What follows belongs to an exercise in optimizing a design on an open flow for small area and a short achievable clock period; a production flow would make more cautious choices.
In this exercise RTL edits were held to simulation tests only and were not proved equivalent to the original.
No driver is modelled on the clock port, so clocking that relies on it looks cheaper here than on a real chip.
No activity file was given, so power comes from the tool's default toggle rates.

==> flow/design.v (excerpt) <==
module pe (
    input               clk,
    input               rst,
    input  signed [7:0] weight,
    input  signed [7:0] inmap,
    input               inmap_vld,
    input               weight_vld,
    input  signed [7:0] bias,
    output signed [7:0] outmap,
    output              outmap_vld,
    output signed [15:0] outraw
);
For scale: roughly 21 flip-flops, roughly 3200 sq um of cells after synthesis.
==> flow/config.mk <==
export PLATFORM = sky130hd
export DESIGN_NAME = pe
export DESIGN_NICKNAME = pe
export VERILOG_FILES = /design/flow/design.v
export SDC_FILE = /design/flow/constraint.sdc
export NUM_CORES = 4
export LEC_CHECK = 0
export CAP_MARGIN = 20
export CORE_MARGIN = 2
export CORE_UTILIZATION = 40
export PLACE_DENSITY = 0.9
export SLEW_MARGIN = 60
export SYNTH_HIERARCHICAL = 1
export SYNTH_MINIMUM_KEEP_SIZE = 0
==> flow/constraint.sdc <==
create_clock -name core_clock -period 10.5 [get_ports {clk}]
set_input_delay 2.1000 -clock core_clock [delete_from_list [all_inputs] [get_ports {clk}]]
set_output_delay 2.1000 -clock core_clock [all_outputs]
set_load 0.01 [all_outputs]
standard.sh (not shown) runs the stock make flow with config.mk's settings and CLKGATE_MAP_FILE= SYNTH_SCRIPT=/design/flow/synth_recipe.tcl, a recipe that flattens the netlist after the stock synthesis.
==> flow/flow/run.sh <==
#!/bin/bash
# Own layout flow: the standard ORFS layout (standard.sh, which also runs the standard
# synthesis) with two changes:
#  - port buffers are buf_1 instead of the buffer the port buffering picks by default
#    (every input and output port still gets its own buffer; the sizing may upsize it);
#  - before clock-tree synthesis, pre_cts.tcl runs a timing-driven sizing pass (gate
#    upsizing and pin swaps only) aiming at a worst slack SIZE_EXTRA_SLACK ns above the
#    placed one.
# The final report's power-grid check has failed now and then on a placement; if the run
# fails, it is redone from scratch with a slightly smaller sizing target. Each attempt's
# output is in standard_flow_<target>.log; ORFS's own logs are under orfs/logs.
set -uo pipefail
here=$(cd "$(dirname "$0")" && pwd)
export BUFFER_PORTS_ARGS="-buffer_cell sky130_fd_sc_hd__buf_1"
export PRE_CTS_TCL="$here/pre_cts.tcl"
for x in 0.45 0.40 0.35 0.30; do
  rm -rf orfs out/final.def
  if SIZE_EXTRA_SLACK=$x bash standard.sh > "standard_flow_$x.log" 2>&1 && [[ -f out/final.def ]]; then
    echo "layout done with sizing target +$x ns"
    exit 0
  fi
  echo "layout with sizing target +$x ns failed; see standard_flow_$x.log"
done
exit 1
==> flow/flow/pre_cts.tcl <==
# Timing-driven gate sizing before CTS: upsize gates and swap pins (no buffering) on the
# worst paths until the worst slack is SIZE_EXTRA_SLACK ns above what placement left.
estimate_parasitics -placement
set ws [worst_slack -max]
puts "pre_cts sizing: worst slack $ws, target [expr {$ws + $::env(SIZE_EXTRA_SLACK)}]"
repair_timing -setup -setup_margin [expr {$ws + $::env(SIZE_EXTRA_SLACK)}] \
  -sequence "sizeup,swap" -repair_tns 0 -verbose
puts "pre_cts sizing: worst slack now [worst_slack -max]"
The starting point produced a clean layout.
Rerun with:
--- a/flow/config.mk
+++ b/flow/config.mk
@@ -6,8 +6,7 @@
 export NUM_CORES = 4
 export LEC_CHECK = 0
-export CAP_MARGIN = 20
+export CAP_MARGIN = 0
 export CORE_MARGIN = 2
 export CORE_UTILIZATION = 40
-export PLACE_DENSITY = 0.9
 export SLEW_MARGIN = 60
 export SYNTH_HIERARCHICAL = 1
The changed run ran to the end with no violations. Critical path depth went up by 2. Worst setup slack gets better by 0.0032 ns. First-iteration DRC count went down by 65%. Non-clock buffer count is unchanged. Sequential share of layout area is about the same. Hold slack gets worse by 0.0031 ns. Power went down by 3.6%.
Rerun with:
==> flow/flow/run.sh (replaced) <==
#!/bin/bash
# Own layout flow: the standard ORFS layout (standard.sh) with two changes:
#  - port buffers use buf_2 instead of the buffer the port buffering picks by default
#    (every input and output port still gets its own buffer);
#  - before clock-tree synthesis, a timing-driven sizing pass (gate upsizing and pin
#    swaps only, no new buffers) aims at a worst slack somewhat above the placed one.
set -euo pipefail
here=$(cd "$(dirname "$0")" && pwd)
export BUFFER_PORTS_ARGS="-buffer_cell sky130_fd_sc_hd__buf_1"
export PRE_CTS_TCL="$here/pre_cts.tcl"
export SIZE_EXTRA_SLACK="${SIZE_EXTRA_SLACK:-0.35}"
bash standard.sh > standard_flow.log 2>&1
--- a/flow/config.mk
+++ b/flow/config.mk
@@ -6,5 +6,5 @@
 export NUM_CORES = 4
 export LEC_CHECK = 0
-export CAP_MARGIN = 0
+export CAP_MARGIN = 20
 export CORE_MARGIN = 2
 export CORE_UTILIZATION = 40
Clock skew stays flat.
Cell area shrinks by 0.60%.
Total power hardly moves.
Fmax shrinks by about 0.9%.
First-iteration DRC count grows by 18%.
Synthesized area does not change.
Worst setup slack degrades by 0.073 ns.
Via count grows by 0.90%.
Synthesized cell count is unchanged.
Rerun with:
==> flow/flow/run.sh (replaced) <==
#!/bin/bash
# Own layout flow: the standard ORFS layout (standard.sh, which also runs the standard
# synthesis) with two changes:
#  - port buffers are buf_1 instead of the buffer the port buffering picks by default
#    (every input and output port still gets its own buffer; the sizing may upsize it);
#  - before clock-tree synthesis, pre_cts.tcl runs a timing-driven sizing pass (gate
#    upsizing and pin swaps only) aiming at a worst slack SIZE_EXTRA_SLACK ns above the
#    placed one.
# The final report's power-grid check has failed now and then on a placement; if the run
# fails, it is redone from scratch with a slightly smaller sizing target. Each attempt's
# output is in standard_flow_<target>.log; ORFS's own logs are under orfs/logs.
set -uo pipefail
here=$(cd "$(dirname "$0")" && pwd)
export BUFFER_PORTS_ARGS="-buffer_cell sky130_fd_sc_hd__buf_1"
export PRE_CTS_TCL="$here/pre_cts.tcl"
for x in 0.45 0.40 0.35 0.30; do
  rm -rf orfs out/final.def
  if SIZE_EXTRA_SLACK=$x bash standard.sh > "standard_flow_$x.log" 2>&1 && [[ -f out/final.def ]]; then
    echo "layout done with sizing target +$x ns"
    exit 0
  fi
  echo "layout with sizing target +$x ns failed; see standard_flow_$x.log"
done
exit 1
--- a/flow/config.mk
+++ b/flow/config.mk
@@ -6,5 +6,5 @@
 export NUM_CORES = 4
 export LEC_CHECK = 0
-export CAP_MARGIN = 20
+export CAP_MARGIN = 40
 export CORE_MARGIN = 2
 export CORE_UTILIZATION = 40
Effect: The changed run completed with no timing, DRC or antenna violations; power barely changes; combinational power is about the same; cell count stays the same.

afterwards: timing with drivers on the ports:
In the flow no input, the clock included, has a driving cell. The finished layouts below were timed again as built, in two steps. Step 1 sets driving cells, clkbuf_16 on the clock port and buf_2 on the other inputs (assumed; they add their load-dependent delay and slew). Step 2 also shifts input and output timing later by t, the mid clock arrival at the registers, as if the neighbouring blocks saw the same clock. a / b / c = ideal ports / drivers / drivers and shift; a / b = the first two.
run | t, ns | setup slack, ns | worst slew at a driven data input, ns | pins driven straight from the clock port
the first run | 0.288 | 2.122 / 2.100 / 2.100 | 0.04 | 1
the second run | 0.281 | 2.125 / 2.105 / 2.105 | 0.04 | 1
the third run | 0.281 | 2.052 / 2.030 / 2.030 | 0.03 | 1
the fourth run | 0.281 | 2.125 / 2.105 / 2.105 | 0.04 | 1
After both steps every run listed still meets setup and hold.
